Context: an optimization exercise on an open-source flow, tuned for small area, a short achievable clock period and few clock cycles. The choices shown serve that exercise and are no tape-out recipe. Function was not checked in any run shown here: the RTL went through the layout flow alone.

## flow/design.v (module list and top-level ports; edited modules follow where they fit)
// module FA: 10 lines
// module INV: 3 lines
// module NAND2: 3 lines
// module NOR2: 3 lines
// module XOR2: 3 lines
// module XNOR2: 3 lines
// module A21OI: 3 lines
// module O21AI: 3 lines
// module OR2: 3 lines
// module Bitblade: 1851 lines
// module Cfu: 58 lines
module Cfu (
  input               cmd_valid,
  output              cmd_ready,
  input      [9:0]    cmd_payload_function_id,
  input      [31:0]   cmd_payload_inputs_0,
  input      [31:0]   cmd_payload_inputs_1,
  output              rsp_valid,
  input               rsp_ready,
  output     [31:0]   rsp_payload_outputs_0,
  input               reset,
  input               clk
);
  // ...
==> flow/flow/run.sh <==
#!/bin/bash
# Standard layout, with the port buffers made from sky130_fd_sc_hd__buf_2 cells instead of
# the delay cells the flow picks by default.  make's output goes to
# standard.log; each tool's own log is under orfs/logs/.
set -euo pipefail
export BUFFER_PORTS_ARGS="-buffer_cell sky130_fd_sc_hd__buf_2"
bash standard.sh > standard.log 2>&1
==> flow/standard.sh <==
#!/bin/bash
# synth_recipe.tcl (not shown) runs the flow's synth.tcl, then flattens the netlist and writes it again
# the make line also repeats each setting of config.mk as NAME=value (left out here)
make -C /OpenROAD-flow-scripts/flow DESIGN_CONFIG=/design/flow/config.mk WORK_HOME=/design/flow/orfs CLKGATE_MAP_FILE= SYNTH_SCRIPT=/design/flow/synth_recipe.tcl "${@:-finish}"
==> flow/config.mk <==
export PLATFORM = sky130hd
export DESIGN_NAME = Cfu
export DESIGN_NICKNAME = Cfu
export VERILOG_FILES = /design/flow/design.v
export SDC_FILE = /design/flow/constraint.sdc
export NUM_CORES = 4
export LEC_CHECK = 0
export CAP_MARGIN = 20
export CORE_MARGIN = 2
export CORE_UTILIZATION = 40
export SETUP_SLACK_MARGIN = 1.5
export SLEW_MARGIN = 20
export SYNTH_HIERARCHICAL = 1
export SYNTH_MINIMUM_KEEP_SIZE = 0
==> flow/constraint.sdc <==
create_clock -name core_clock -period 13.5 [get_ports {clk}]
set_input_delay 2.7000 -clock core_clock [delete_from_list [all_inputs] [get_ports {clk}]]
set_output_delay 2.7000 -clock core_clock [all_outputs]
set_load 0.01 [all_outputs]
==> flow_summary.yaml, run 1 <==
sta:
  slew_headroom_pct: 29.7
  setup_viol: 0
  max_freq_mhz: 85.1
clock_tree:
  cts_tree: "built"
  clock_latency_ns: 0.30
  cts_root_buffer: "clkbuf_16"
place:
  dp_cells: 1347
  dpl.hpwl_microns: 23300
  portBuffers: 105
cells_and_area:
  design_area_sq_um: 10700
  top_register: "acc"
  fin_cells: 1358
  layout.sequential_cells: 46
  largest_reg_flops: 32
setup_path:
  r2r_setup_slack_ns: 6.09
  crit_family: "adder cells"
  crit_path_max_fanout: 8
  crit_top_cell: "fa_1"
  critPathLaunch: "cmd_payload_inputs_1[29]"
grt:
  grt.busiest_layer: "met2"
  grt_util_all_layers_pct: 22.1
hold_path:
  hp-class: "register to register"
run_status:
  status: "complete, no violations"
yosys:
  yosysSeqAreaShare_pct: 9.24
  synthMuxAreaShare_pct: 2.11
  synth_compound_area_share_pct: 6.12
  synth_area_leaders: "fa_1, dfxtp_1, nand2_1, nand3_1, nand2b_1"
  syn-num-nets: 1356
  yosys.area_share.simple_pct: 21.3
  synth_top_cell_area_share_pct: 51.8
floorplanning:
  dieArea_sq_um: 26200
  die-height_microns: 162
route:
  dr_wl_met3_microns: 2320
  initialDrtViolationCount: 576
  ant_nets: 0
==> run 2: changes to the inputs <==
--- a/flow/design.v
+++ b/flow/design.v
@@ -27,16 +27,26 @@
 assign y = ~(a & b | c);
 endmodule
 module O21AI (input a, input b, input c, output y);
 assign y = ~((a | b) & c);
 endmodule
 module OR2 (input a, input b, output y);
 assign y = a | b;
 endmodule
+module HISEL #(parameter W = 13) (
+  input  [W-1:0] a,
+  input          op3,
+  input          keep,
+  output [W-1:0] h1,
+  output [W-1:0] h0
+);
+assign h1 = op3 ? a + 1'b1 : a & {W{keep}};
+assign h0 = a & {W{keep | op3}};
+endmodule
 module Bitblade (
   input         sel8,    
   input         op3,     
   input  [31:0] in_a,
   input  [31:0] in_b,
   input  [31:0] acc,     
   input         ldu,     
   input  [10:0] p_g,     
@@ -1648,243 +1658,189 @@
 NOR2 u929 (.a(~acc[18]), .b(c829), .y(k929));
 wire k930;
 NAND2 u930 (.a(~acc[18]), .b(c829), .y(k930));
 wire k931;
 XOR2 u931 (.a(~acc[18]), .b(c829), .y(k931));
 wire k932;
 A21OI u932 (.a(k883), .b(k879), .c(k882), .y(k932));
 wire k933;
-A21OI u933 (.a(k886), .b(k882), .c(k885), .y(k933));
+A21OI u933 (.a(k889), .b(k885), .c(k888), .y(k933));
 wire k934;
-NAND2 u934 (.a(k886), .b(k883), .y(k934));
+NAND2 u934 (.a(k889), .b(k886), .y(k934));
 wire k935;
-A21OI u935 (.a(k889), .b(k885), .c(k888), .y(k935));
+INV u935 (.a(k932), .y(k935));
 wire k936;
-NAND2 u936 (.a(k889), .b(k886), .y(k936));
+A21OI u936 (.a(k886), .b(k935), .c(k885), .y(k936));
 wire k937;
-A21OI u937 (.a(k892), .b(k888), .c(k891), .y(k937));
+O21AI u937 (.a(k934), .b(k932), .c(k933), .y(k937));
 wire k938;
-NAND2 u938 (.a(k892), .b(k889), .y(k938));
+A21OI u938 (.a(k892), .b(k937), .c(k891), .y(k938));
 wire k939;
-NAND2 u939 (.a(k894), .b(k891), .y(k939));
+INV u939 (.a(k895), .y(k939));
 wire k940;
-NAND2 u940 (.a(k894), .b(k892), .y(k940));
+NAND2 u940 (.a(k896), .b(k894), .y(k940));
 wire k941;
-INV u941 (.a(k879), .y(k941));
+A21OI u941 (.a(k902), .b(k898), .c(k901), .y(k941));
 wire k942;
-INV u942 (.a(k880), .y(k942));
+NAND2 u942 (.a(k902), .b(k899), .y(k942));
 wire k943;
-O21AI u943 (.a(k934), .b(k941), .c(k933), .y(k943));
+A21OI u943 (.a(k908), .b(k904), .c(k907), .y(k943));
 wire k944;
-O21AI u944 (.a(k936), .b(k932), .c(k935), .y(k944));
+NAND2 u944 (.a(k908), .b(k905), .y(k944));
 wire k945;
-O21AI u945 (.a(k938), .b(k933), .c(k937), .y(k945));
+A21OI u945 (.a(k914), .b(k910), .c(k913), .y(k945));
 wire k946;
-NOR2 u946 (.a(k938), .b(k934), .y(k946));
+NAND2 u946 (.a(k914), .b(k911), .y(k946));
 wire k947;
-O21AI u947 (.a(k940), .b(k935), .c(k939), .y(k947));
+NAND2 u947 (.a(k919), .b(k916), .y(k947));
 wire k948;
-NOR2 u948 (.a(k940), .b(k936), .y(k948));
+NAND2 u948 (.a(k919), .b(k917), .y(k948));
 wire k949;
-A21OI u949 (.a(k946), .b(k879), .c(k945), .y(k949));
+A21OI u949 (.a(k924), .b(k920), .c(k923), .y(k949));
 wire k950;
-INV u950 (.a(k932), .y(k950));
+NAND2 u950 (.a(k924), .b(k921), .y(k950));
 wire k951;
-A21OI u951 (.a(k948), .b(k950), .c(k947), .y(k951));
+A21OI u951 (.a(k930), .b(k926), .c(k929), .y(k951));
 wire k952;
-INV u952 (.a(k951), .y(k952));
+NAND2 u952 (.a(k930), .b(k927), .y(k952));
 wire k953;
-A21OI u953 (.a(k896), .b(k952), .c(k895), .y(k953));
+INV u953 (.a(k938), .y(k953));
 wire k954;
-A21OI u954 (.a(k899), .b(k895), .c(k898), .y(k954));
+NAND2 u954 (.a(k894), .b(k953), .y(k954));
 wire k955;
-NAND2 u955 (.a(k899), .b(k896), .y(k955));
+O21AI u955 (.a(k940), .b(k938), .c(k939), .y(k955));
 wire k956;
-A21OI u956 (.a(k902), .b(k898), .c(k901), .y(k956));
+INV u956 (.a(k941), .y(k956));
 wire k957;
-NAND2 u957 (.a(k902), .b(k899), .y(k957));
+INV u957 (.a(k942), .y(k957));
 wire k958;
-A21OI u958 (.a(k905), .b(k901), .c(k904), .y(k958));
+A21OI u958 (.a(k905), .b(k956), .c(k904), .y(k958));
 wire k959;
-NAND2 u959 (.a(k905), .b(k902), .y(k959));
+NAND2 u959 (.a(k905), .b(k957), .y(k959));
 wire k960;
-A21OI u960 (.a(k908), .b(k904), .c(k907), .y(k960));
+O21AI u960 (.a(k944), .b(k941), .c(k943), .y(k960));
 wire k961;
-NAND2 u961 (.a(k908), .b(k905), .y(k961));
+NOR2 u961 (.a(k944), .b(k942), .y(k961));
 wire k962;
-A21OI u962 (.a(k911), .b(k907), .c(k910), .y(k962));
+INV u962 (.a(k945), .y(k962));
 wire k963;
-NAND2 u963 (.a(k911), .b(k908), .y(k963));
+INV u963 (.a(k946), .y(k963));
 wire k964;
-A21OI u964 (.a(k914), .b(k910), .c(k913), .y(k964));
+A21OI u964 (.a(k917), .b(k962), .c(k916), .y(k964));
 wire k965;
-NAND2 u965 (.a(k914), .b(k911), .y(k965));
+NAND2 u965 (.a(k917), .b(k963), .y(k965));
 wire k966;
-A21OI u966 (.a(k917), .b(k913), .c(k916), .y(k966));
+O21AI u966 (.a(k948), .b(k945), .c(k947), .y(k966));
 wire k967;
-NAND2 u967 (.a(k917), .b(k914), .y(k967));
+NOR2 u967 (.a(k948), .b(k946), .y(k967));
 wire k968;
-NAND2 u968 (.a(k919), .b(k916), .y(k968));
+INV u968 (.a(k949), .y(k968));
 wire k969;
-NAND2 u969 (.a(k919), .b(k917), .y(k969));
+INV u969 (.a(k950), .y(k969));
 wire k970;
-INV u970 (.a(k920), .y(k970));
+A21OI u970 (.a(k927), .b(k968), .c(k926), .y(k970));
 wire k971;
-NAND2 u971 (.a(k921), .b(k919), .y(k971));
+NAND2 u971 (.a(k927), .b(k969), .y(k971));
 wire k972;
-A21OI u972 (.a(k924), .b(k920), .c(k923), .y(k972));
+O21AI u972 (.a(k952), .b(k949), .c(k951), .y(k972));
 wire k973;
-NAND2 u973 (.a(k924), .b(k921), .y(k973));
+NOR2 u973 (.a(k952), .b(k950), .y(k973));
 wire k974;
-A21OI u974 (.a(k927), .b(k923), .c(k926), .y(k974));
+A21OI u974 (.a(k899), .b(k955), .c(k898), .y(k974));
 wire k975;
-NAND2 u975 (.a(k927), .b(k924), .y(k975));
+INV u975 (.a(k955), .y(k975));
 wire k976;
-A21OI u976 (.a(k930), .b(k926), .c(k929), .y(k976));
+O21AI u976 (.a(k942), .b(k975), .c(k941), .y(k976));
 wire k977;
-NAND2 u977 (.a(k930), .b(k927), .y(k977));
+O21AI u977 (.a(k959), .b(k975), .c(k958), .y(k977));
 wire k978;
-O21AI u978 (.a(k955), .b(k951), .c(k954), .y(k978));
+A21OI u978 (.a(k961), .b(k955), .c(k960), .y(k978));
 wire k979;
-O21AI u979 (.a(k957), .b(k953), .c(k956), .y(k979));
+A21OI u979 (.a(k921), .b(k966), .c(k920), .y(k979));
 wire k980;
-O21AI u980 (.a(k959), .b(k954), .c(k958), .y(k980));
+NAND2 u980 (.a(k921), .b(k967), .y(k980));
 wire k981;
-NOR2 u981 (.a(k959), .b(k955), .y(k981));
+INV u981 (.a(k966), .y(k981));
 wire k982;
-O21AI u982 (.a(k961), .b(k956), .c(k960), .y(k982));
+INV u982 (.a(k967), .y(k982));
 wire k983;
-NOR2 u983 (.a(k961), .b(k957), .y(k983));
+O21AI u983 (.a(k950), .b(k981), .c(k949), .y(k983));
 wire k984;
-O21AI u984 (.a(k963), .b(k958), .c(k962), .y(k984));
+NOR2 u984 (.a(k950), .b(k982), .y(k984));
 wire k985;
-NOR2 u985 (.a(k963), .b(k959), .y(k985));
+O21AI u985 (.a(k971), .b(k981), .c(k970), .y(k985));
 wire k986;
-O21AI u986 (.a(k965), .b(k960), .c(k964), .y(k986));
+NOR2 u986 (.a(k971), .b(k982), .y(k986));
 wire k987;
-NOR2 u987 (.a(k965), .b(k961), .y(k987));
+A21OI u987 (.a(k973), .b(k966), .c(k972), .y(k987));
 wire k988;
-O21AI u988 (.a(k967), .b(k962), .c(k966), .y(k988));
+NAND2 u988 (.a(k973), .b(k967), .y(k988));
 wire k989;
-NOR2 u989 (.a(k967), .b(k963), .y(k989));
+INV u989 (.a(k978), .y(k989));
 wire k990;
-O21AI u990 (.a(k969), .b(k964), .c(k968), .y(k990));
+A21OI u990 (.a(k911), .b(k989), .c(k910), .y(k990));
 wire k991;
-NOR2 u991 (.a(k969), .b(k965), .y(k991));
+O21AI u991 (.a(k946), .b(k978), .c(k945), .y(k991));
 wire k992;
-O21AI u992 (.a(k971), .b(k966), .c(k970), .y(k992));
+O21AI u992 (.a(k965), .b(k978), .c(k964), .y(k992));
 wire k993;
-NOR2 u993 (.a(k971), .b(k967), .y(k993));
+A21OI u993 (.a(k967), .b(k989), .c(k966), .y(k993));
 wire k994;
-O21AI u994 (.a(k973), .b(k968), .c(k972), .y(k994));
+O21AI u994 (.a(k980), .b(k978), .c(k979), .y(k994));
 wire k995;
-NOR2 u995 (.a(k973), .b(k969), .y(k995));
+A21OI u995 (.a(k984), .b(k989), .c(k983), .y(k995));
 wire k996;
-O21AI u996 (.a(k975), .b(k970), .c(k974), .y(k996));
+A21OI u996 (.a(k986), .b(k989), .c(k985), .y(k996));
 wire k997;
-NOR2 u997 (.a(k975), .b(k971), .y(k997));
-wire k998;
-O21AI u998 (.a(k977), .b(k972), .c(k976), .y(k998));
+O21AI u997 (.a(k988), .b(k978), .c(k987), .y(k997));
+wire S998;
+assign S998 = k881;
 wire k999;
-NOR2 u999 (.a(k977), .b(k973), .y(k999));
+XOR2 u999 (.a(k884), .b(k879), .y(k999));
 wire k1000;
-A21OI u1000 (.a(k981), .b(k952), .c(k980), .y(k1000));
+XNOR2 u1000 (.a(k887), .b(k932), .y(k1000));
 wire k1001;
-INV u1001 (.a(k953), .y(k1001));
+XNOR2 u1001 (.a(k890), .b(k936), .y(k1001));
 wire k1002;
-A21OI u1002 (.a(k983), .b(k1001), .c(k982), .y(k1002));
+XOR2 u1002 (.a(k893), .b(k937), .y(k1002));
 wire k1003;
-A21OI u1003 (.a(k985), .b(k978), .c(k984), .y(k1003));
+XNOR2 u1003 (.a(k894), .b(k938), .y(k1003));
 wire k1004;
-A21OI u1004 (.a(k987), .b(k979), .c(k986), .y(k1004));
+XNOR2 u1004 (.a(k897), .b(k954), .y(k1004));
 wire k1005;
-A21OI u1005 (.a(k989), .b(k980), .c(k988), .y(k1005));
+XOR2 u1005 (.a(k900), .b(k955), .y(k1005));
 wire k1006;
-NAND2 u1006 (.a(k989), .b(k981), .y(k1006));
+XNOR2 u1006 (.a(k903), .b(k974), .y(k1006));
 wire k1007;
-A21OI u1007 (.a(k991), .b(k982), .c(k990), .y(k1007));
+XOR2 u1007 (.a(k906), .b(k976), .y(k1007));
 wire k1008;
-NAND2 u1008 (.a(k991), .b(k983), .y(k1008));
+XOR2 u1008 (.a(k909), .b(k977), .y(k1008));
 wire k1009;
-A21OI u1009 (.a(k993), .b(k984), .c(k992), .y(k1009));
+XNOR2 u1009 (.a(k912), .b(k978), .y(k1009));
 wire k1010;
-NAND2 u1010 (.a(k993), .b(k985), .y(k1010));
+XNOR2 u1010 (.a(k915), .b(k990), .y(k1010));
 wire k1011;
-A21OI u1011 (.a(k995), .b(k986), .c(k994), .y(k1011));
+XOR2 u1011 (.a(k918), .b(k991), .y(k1011));
 wire k1012;
-NAND2 u1012 (.a(k995), .b(k987), .y(k1012));
+XOR2 u1012 (.a(k919), .b(k992), .y(k1012));
 wire k1013;
-A21OI u1013 (.a(k997), .b(k988), .c(k996), .y(k1013));
+XNOR2 u1013 (.a(k922), .b(k993), .y(k1013));
 wire k1014;
-NAND2 u1014 (.a(k997), .b(k989), .y(k1014));
+XOR2 u1014 (.a(k925), .b(k994), .y(k1014));
 wire k1015;
-A21OI u1015 (.a(k999), .b(k990), .c(k998), .y(k1015));
+XNOR2 u1015 (.a(k928), .b(k995), .y(k1015));
 wire k1016;
-NAND2 u1016 (.a(k999), .b(k991), .y(k1016));
-wire k1017;
-O21AI u1017 (.a(k1006), .b(k951), .c(k1005), .y(k1017));
-wire k1018;
-O21AI u1018 (.a(k1008), .b(k953), .c(k1007), .y(k1018));
-wire k1019;
-INV u1019 (.a(k978), .y(k1019));
-wire k1020;
-O21AI u1020 (.a(k1010), .b(k1019), .c(k1009), .y(k1020));
-wire k1021;
-INV u1021 (.a(k979), .y(k1021));
-wire k1022;
-O21AI u1022 (.a(k1012), .b(k1021), .c(k1011), .y(k1022));
-wire k1023;
-O21AI u1023 (.a(k1014), .b(k1000), .c(k1013), .y(k1023));
-wire k1024;
-O21AI u1024 (.a(k1016), .b(k1002), .c(k1015), .y(k1024));
-wire S1025;
-assign S1025 = k881;
-wire k1026;
-XOR2 u1026 (.a(k884), .b(k879), .y(k1026));
-wire k1027;
-XNOR2 u1027 (.a(k887), .b(k932), .y(k1027));
-wire k1028;
-XOR2 u1028 (.a(k890), .b(k943), .y(k1028));
-wire k1029;
-XOR2 u1029 (.a(k893), .b(k944), .y(k1029));
-wire k1030;
-XNOR2 u1030 (.a(k894), .b(k949), .y(k1030));
-wire k1031;
-XNOR2 u1031 (.a(k897), .b(k951), .y(k1031));
-wire k1032;
-XNOR2 u1032 (.a(k900), .b(k953), .y(k1032));
-wire k1033;
-XOR2 u1033 (.a(k903), .b(k978), .y(k1033));
-wire k1034;
-XOR2 u1034 (.a(k906), .b(k979), .y(k1034));
-wire k1035;
-XNOR2 u1035 (.a(k909), .b(k1000), .y(k1035));
-wire k1036;
-XNOR2 u1036 (.a(k912), .b(k1002), .y(k1036));
-wire k1037;
-XNOR2 u1037 (.a(k915), .b(k1003), .y(k1037));
-wire k1038;
-XNOR2 u1038 (.a(k918), .b(k1004), .y(k1038));
-wire k1039;
-XOR2 u1039 (.a(k919), .b(k1017), .y(k1039));
-wire k1040;
-XOR2 u1040 (.a(k922), .b(k1018), .y(k1040));
-wire k1041;
-XOR2 u1041 (.a(k925), .b(k1020), .y(k1041));
-wire k1042;
-XOR2 u1042 (.a(k928), .b(k1022), .y(k1042));
-wire k1043;
-XOR2 u1043 (.a(k931), .b(k1023), .y(k1043));
-wire ck1044;
-assign ck1044 = k1024;
-wire [18:0] lo = {k1043, k1042, k1041, k1040, k1039, k1038, k1037, k1036, k1035, k1034, k1033, k1032, k1031, k1030, k1029, k1028, k1027, k1026, S1025};
+XNOR2 u1016 (.a(k931), .b(k996), .y(k1016));
+wire ck1017;
+assign ck1017 = k997;
+wire [18:0] lo = {k1016, k1015, k1014, k1013, k1012, k1011, k1010, k1009, k1008, k1007, k1006, k1005, k1004, k1003, k1002, k1001, k1000, k999, S998};
 wire [12:0] inc = acc[31:19] + 1'b1;
-wire [31:0] sum = {ck1044 ? inc : acc[31:19], lo};
-wire [31:0] rspv = {(op3 & ck1044) ? inc : acc[31:19] & {13{keep | op3}}, lo & {19{op3}} | acc[18:0] & {19{keep}}};
+wire [31:0] sum = {ck1017 ? inc : acc[31:19], lo};
+wire [31:0] rspv = {(op3 & ck1017) ? inc : acc[31:19] & {13{keep | op3}}, lo & {19{op3}} | acc[18:0] & {19{keep}}};
 assign psum = sum[10:0];
 assign rsp = rspv;
 endmodule
 module Cfu (
   input               cmd_valid,
   output              cmd_ready,
   input      [9:0]    cmd_payload_function_id,
   input      [31:0]   cmd_payload_inputs_0,
==> run 2 against run 1 <==
Net effect:
- global-route usage shrank 0.16 points
- sequential share of layout area increased by 0.17 points
- critical path type unchanged
- final area decreased by 1.9%
==> flow_summary.yaml, run 2 <==
setup_path:
  crit_family: "adder cells"
  path_cells: "buf_2, nand3_1, fa_1, fa_1, fa_1, fa_1, fa_1, fa_1, fa_1, fa_1, nand2_1, nand2_1, nor2_1, nand2_1, o21ai_2, nand2_2, nor3_4, and3_1, mux2i_1, buf_2"
  critPathCaptureType: "output port"
  crit_path_max_fanout: 8
  arrival_ns: 8.93
  timing_worst_setup_path_type: "input pin to output port"
  crit_top_cell: "fa_1"
  cp.required_ns: 10.80
  max_stage_delay_ns: 0.57
  crit_path_start_kind: "input pin"
  critPathSlowestCell: "fa_1"
  r2r_setup_slack_ns: 6.19
  cp.buffers_inverters: 2
cells_and_area:
  fin_util_pct: 43.3
  final_nets: 1341
  diodes: 0
  mostFrequentLayoutCells: "fa_1, nand2_1, nand3_1"
  layout_commonest_cell: "fa_1"
  largest_reg_flops: 32
  top_register: "acc"
  drive_above_1_share_pct: 16.0
  top_regs: "acc (32), ups (11)"
  nFillCells: 2395
  area_delta_synth_final_pct: 7.07
sta:
  setup_viol: 0
  max_freq_mhz: 86.0
  worstMarginPinSlew_ns: 1.09
  slew_headroom_pct: 27.1
  report.final.slew_viol_count: 0
  rsz0062_at_grt: "no"
  setup_tns_ns: 0
  fin_skew_ns: 0.00999
  finalHoldViolations: 0
  fin_crit_ns: 11.63
  post-route-period-util_pct: 86.2
clock_tree:
  clockBufferDepth: 2
  hold_buffers: 0
  cts_buffers: 5
  cts_tree: "built"
  clock_latency_ns: 0.29
  cts_sinks: 46
  cts_root_buffer: "clkbuf_16"
  htreeDepth: 2
  clkTransAtPathRegs_ns: 0.06
yosys:
  yosysSeqAreaShare_pct: 9.41
  async_flop_share_pct: 0
  synth_area_per_cell_sq_um: 9.87
  synth_edf_count: 0
  synth_warnings: 7
  synth_cell_types: 42
  syn-num-nets: 1329
  synth-main-ff-cell: "dfxtp_1"
  synthTopCellsByCount: "fa_1, nand2_1, nand3_1"
  synth_cells: 992
  yosys.area.top_type: "fa_1"
  ys_seq_elements: 46
  netlist_area_sq_um: 9790
  synth_top_cell_area_share_pct: 52.8
  yosysMostFrequentCell: "fa_1"
  synth_area_leaders: "fa_1, dfxtp_1, nand3_1, nand2_1, nand2b_1"
route:
  initialDrtViolationCount: 525
  drc_errors: 0
  routedLengthMet1_microns: 11100
  routed_wl_microns: 26400
  first_pass_iters: 8
  via_per_inst: 5.39
  routedWlPerCell_microns: 19.8
  top_layer_used: "met4"
  dr_wl_met3_microns: 2190
  vias: 7163
  ant_nets: 0
  met2_wirelength_microns: 12500
grt:
  grt_overflow: 0
  grt_pass1_vias: 7828
  grt_max_degree: 123
  grt_pass1_wl_microns: 43500
  grt_util_all_layers_pct: 21.9
  antenna_found_initial: 0
flow_run:
  drv_cap: 0
floorplanning:
  num_rows: 57
  pin_count: 112
  dieArea_sq_um: 25700
  die-height_microns: 160
  die_w_microns: 160
  start_util_pct: 40.5
  core_area_sq_um: 24200
run_status:
  status: "complete, no violations"
place:
  portBuffers: 105
  dpl.hpwl_microns: 22600
  place_congestion: 0.888
hold_path:
  hp-class: "register to register"
[run 2: repair_timing]
action | in CTS | in global routing
resized for setup | 0 | 5
setup buffers | 0 | 1
setup endpoints to repair | 0 | 8
[run 2: worst paths after layout]
path	start	depth (start not counted)	to
min	acc[31]$_DFF_P_	1	acc[31]$_DFF_P_
min reg2reg	acc[31]$_DFF_P_	1	acc[31]$_DFF_P_
max	cmd_payload_inputs_1[29]	20	rsp_payload_outputs_0[26]
max reg2reg	mode$_SDFFE_PP0P_	21	acc[26]$_DFF_P_
[run 2: worst reg2reg max path: cells and delay by family (launching register included)]
family          cells  cell delay, ns
buf+inv             2            0.69
flops               1            0.46
fa+ha+maj           9            4.01
simple gates        8            1.58
mux                 1            0.24
compound gates      1            0.24
[run 2: stage by stage]
step	std cells	area (sq um)	worst slack (ns)	hold slack, ns
floorplan	992	9790	2.28	0.444
global placement	1320	10300	1.64	0.442
detailed placement	1320	10300	1.56	0.447
CTS	1328	10400	1.54	0.457
global route	1329	10500	1.52	0.496
finish	1329	10500	1.87	0.453
[run 2: cell type report]
| cell class | count | area (sq um) | share of cell area (%) |
|---|---|---|---|
| Clock buffer | 6 | 139 | 1.33 |
| Clock inverter | 2 | 12.5 | 0.119 |
| Inverter | 28 | 105 | 1.00 |
| Multi-Input combinational cell | 815 | 8350 | 79.6 |
| Sequential cell | 46 | 921 | 8.79 |
| Tap cell | 324 | 405 | 3.87 |
| Timing Repair Buffer | 108 | 552 | 5.27 |
[run 2: logic make-up after synthesis]
family                     after synthesis  share of synthesized area, %
and+or+nand+nor                        425                          20.9
adders and majority gates              259                          52.9
buffers and inverters                  131                          5.70
AOI/OAI and AO/OA                       68                          5.20
DFF                                     46                          9.41
xor gates and xnor gates                43                          3.85
muxes                                   20                          2.05
[run 2: Yosys stat by module (local to each module, per instance)]
module,area (sq um),flip-flops and latches,times used
Bitblade,2310,0,1
Cfu,1390,46,1
FA,20.0,0,258
A21OI,8.76,0,20
XNOR2,8.76,0,18
XOR2,8.76,0,25
OR2,6.26,0,8
O21AI,5.00,0,13
INV,3.75,0,15
NAND2,3.75,0,31
NOR2,3.75,0,22
[run 2: routing by layer]
layer | vias to the layer above | track usage [%]
met5 | - | 0
met3 | 30 | 4.98
met2 | 302 | 36.0
li1 | 3163 | -
met1 | 3668 | 29.9
met4 | 0 | 4.91
==> run 3: changes to the inputs <==
--- a/flow/config.mk
+++ b/flow/config.mk
@@ -10,2 +10,5 @@
 export CORE_UTILIZATION = 40
+export CTS_BUF_LIST = sky130_fd_sc_hd__clkbuf_4 sky130_fd_sc_hd__clkbuf_8
+export CTS_CLUSTER_DIAMETER = 300
+export CTS_CLUSTER_SIZE = 50
 export SETUP_SLACK_MARGIN = 1.5
==> run 3 against run 2 <==
Net effect:
- sequential cell count did not move
- hold slack better by 0.0036 ns
- via count down 0.34%
- routed wire length decreased by 0.40%
- register-to-register slack hardly changed
- area after synthesis is the same
- global-route usage hardly changed
- utilization decreased by 0.23 points
- count of clock-buffer cells in the layout stayed put
- critical endpoint unchanged
- highest routed layer unchanged
==> flow_summary.yaml, run 3 <==
run_status:
  status: "complete, no violations"
yosys:
  yosysMostFrequentCell: "fa_1"
  netlist_area_sq_um: 9790
  synth_edf_count: 0
  synth_warnings: 7
  synth_top_cell_area_share_pct: 52.8
  synth-main-ff-cell: "dfxtp_1"
  ys_seq_elements: 46
  synth_area_per_cell_sq_um: 9.87
  syn-num-nets: 1329
  yosys.area.top_type: "fa_1"
  synth_cell_types: 42
  yosysSeqAreaShare_pct: 9.41
  synth_cells: 992
  async_flop_share_pct: 0
  synth_area_leaders: "fa_1, dfxtp_1, nand3_1, nand2_1, nand2b_1"
  synthTopCellsByCount: "fa_1, nand2_1, nand3_1"
grt:
  grt.busiest_layer: "met2"
  grt_pass1_wl_microns: 43500
  grt_util_all_layers_pct: 21.9
  antenna_found_initial: 0
  met3_usage_pct: 4.98
  grt_pass1_vias: 7831
  grt_max_degree: 123
  grt_util_met1_pct: 29.9
  grt_overflow: 0
  gr-usage-met2_pct: 36.0
route:
  vias: 7139
  via_per_inst: 5.37
  routed_wl_microns: 26300
  first_pass_iters: 6
  routedWlPerCell_microns: 19.8
  ant_nets: 0
  drc_errors: 0
  initialDrtViolationCount: 522
hold_path:
  hp-class: "register to register"
  hp-start: "acc[31]$_DFF_P_"
  min_to: "acc[31]$_DFF_P_"
  hold_depth: 1
sta:
  worstMarginPinSlew_ns: 1.09
  post-route-period-util_pct: 86.2
  setup_tns_ns: 0
  setup_viol: 0
  finalHoldViolations: 0
  fin_crit_ns: 11.63
  rsz0062_at_grt: "no"
  slew_headroom_pct: 27.3
  holdWs_ns: 0.457
  max_freq_mhz: 86.0
  report.final.slew_viol_count: 0
  fin_skew_ns: 0.0103
setup_path:
  arrival_ns: 8.93
  r2r_setup_slack_ns: 6.18
  cp.required_ns: 10.80
  timing_worst_setup_path_type: "input pin to output port"
  max_stage_delay_ns: 0.57
  critPathSlowestCell: "fa_1"
  critPathCaptureType: "output port"
  path_cells: "buf_2, nand3_1, fa_1, fa_1, fa_1, fa_1, fa_1, fa_1, fa_1, fa_1, nand2_1, nand2_1, nor2_1, nand2_1, o21ai_2, nand2_2, nor3_4, and3_1, mux2i_1, buf_2"
  worst_r2r_endpoint: "acc[26]$_DFF_P_"
  cp.buffers_inverters: 2
  crit_path_max_fanout: 8
  reg2reg_depth: 21
  crit_path_start_kind: "input pin"
  crit_top_cell: "fa_1"
  crit_family: "adder cells"
  r2r-start: "mode$_SDFFE_PP0P_"
clock_tree:
  clkTransAtPathRegs_ns: 0.08
  hold_buffers: 0
  htreeDepth: 2
  clockBufferDepth: 2
  clock_latency_ns: 0.31
  cts_sinks: 46
  cts_root_buffer: "clkbuf_8"
  cts_tree: "built"
  cts_buffers: 5
place:
  portBuffers: 105
  dpl.hpwl_microns: 22600
  place_congestion: 0.888
cells_and_area:
  area_delta_synth_final_pct: 6.49
  diodes: 0
  final_nets: 1341
  top_register: "acc"
  top_regs: "acc (32), ups (11)"
  mostFrequentLayoutCells: "fa_1, nand2_1, nand3_1"
  layout_commonest_cell: "fa_1"
  drive_above_1_share_pct: 16.0
  largest_reg_flops: 32
  fin_util_pct: 43.1
floorplanning:
  die-height_microns: 160
  die_w_microns: 160
  dieArea_sq_um: 25700
  pin_count: 112
  core_area_sq_um: 24200
  num_rows: 57
  start_util_pct: 40.5
flow_run:
  drv_cap: 0
run 3: cell types whose count changed in the layout (fill, tap and decap cells not counted):
cell       before  now
clkbuf_8        1    6
clkbuf_16       5    0
run 3: layout make-up:
class / instances / area (sq um)
clock inverters: 2 / 12.5
flip-flops and latches: 46 / 921
fillers: 2399 / 13800
inverters: 28 / 105
repair buffers: 108 / 552
multi-input cells: 815 / 8350
well taps: 324 / 405
clock buffers: 6 / 82.6
run 3: stage by stage:
stage	setup WS [ns]	std cells	instance area (sq um)
after global placement	1.64	1320	10300
after global routing	1.52	1329	10400
after detailed placement	1.56	1320	10300
after floorplan	2.28	992	9790
after CTS	1.54	1328	10400
final	1.87	1329	10400
run 3: logic make-up (layout without fill, tap and decap cells):
logic type / count (synthesis) / in the layout / synth area share [%]
AO/OA/AOI/OAI: 68 / 68 / 5.20
XOR/XNOR: 43 / 43 / 3.85
adder cells (fa/ha/maj): 259 / 259 / 52.9
buffers and inverters: 131 / 144 / 5.70
flip-flops: 46 / 46 / 9.41
multiplexers: 20 / 20 / 2.05
AND/OR/NAND/NOR: 425 / 425 / 20.9
run 3: routing by layer:
layer	wire length [microns]	part of all wire [%]	vias up
li1	-	-	3158
met1	11000	42	3641
met2	12400	47	308
met3	2240	8.5	32
met4	649	2.5	0
met5	0	0	-
run 3: worst max path at each step:
stage | startpoint | to | cells after the start | slack [ns]
finish | cmd_payload_inputs_1[29] | rsp_payload_outputs_0[26] | 20 | 1.87
global placement | cmd_payload_inputs_1[0] | rsp_payload_outputs_0[26] | 21 | 1.64
CTS | cmd_payload_inputs_0[0] | rsp_payload_outputs_0[26] | 21 | 1.54
detailed placement | cmd_payload_inputs_0[0] | rsp_payload_outputs_0[26] | 21 | 1.56
global route | cmd_payload_inputs_0[5] | rsp_payload_outputs_0[27] | 21 | 1.52
floorplan | cmd_payload_inputs_1[11] | rsp_payload_outputs_0[26] | 20 | 2.28
run 3: worst register-to-register path, cell delays in order (launching register included):
cell and delay (ns):
dfxtp_1 0.47, nor2_4 0.17, buf_6 0.58, nand3_1 0.32, fa_1 0.51, fa_1 0.48, fa_1 0.50, fa_1 0.43
fa_1 0.39, fa_1 0.46, fa_1 0.40, fa_1 0.41, fa_1 0.43, inv_1 0.11, nand2_1 0.09, nor2_1 0.26
nand2_1 0.11, o21ai_2 0.24, nand2_2 0.16, nor3_4 0.27, and3_1 0.20, mux2i_1 0.24
run 3: modules after synthesis, one instance, submodules excluded:
module,flops+latches,cell area [sq um]
Bitblade,0,2310
Cfu,46,1390
FA,0,20.0
A21OI,0,8.76
XNOR2,0,8.76
XOR2,0,8.76
OR2,0,6.26
O21AI,0,5.00
INV,0,3.75
NAND2,0,3.75
NOR2,0,3.75
run 3: timing repair:
item / 4_1_cts / 5_1_grt
resized for setup: 0 / 5
setup endpoints to repair: 0 / 8
buffers inserted: 0 / 1

re-timing with driven ports:
No port has a modelled driver above. Below, the same layouts with a new extraction and two added sets of constraints.
Step 1: set_driving_cell puts a clkbuf_16 on clk and a buf_2 on each other input, an assumption about the parent block.
Step 2 times the ports against the registers' clock, not the clock port: input delays grow and output delays shrink by t, the midpoint of the rising clock arrivals with the driver on.
a / b / c = no drivers / after step 1 / after step 2; a / b = the first two.
run	shift t [ns]	setup WS [ns]	worst setup path after step 2
run 1	0.327	1.750 / 1.729 / 1.729	input to output
run 2	0.319	1.867 / 1.843 / 1.843	input to output
run 3	0.331	1.868 / 1.844 / 1.844	input to output
After both steps every run listed still meets setup and hold.
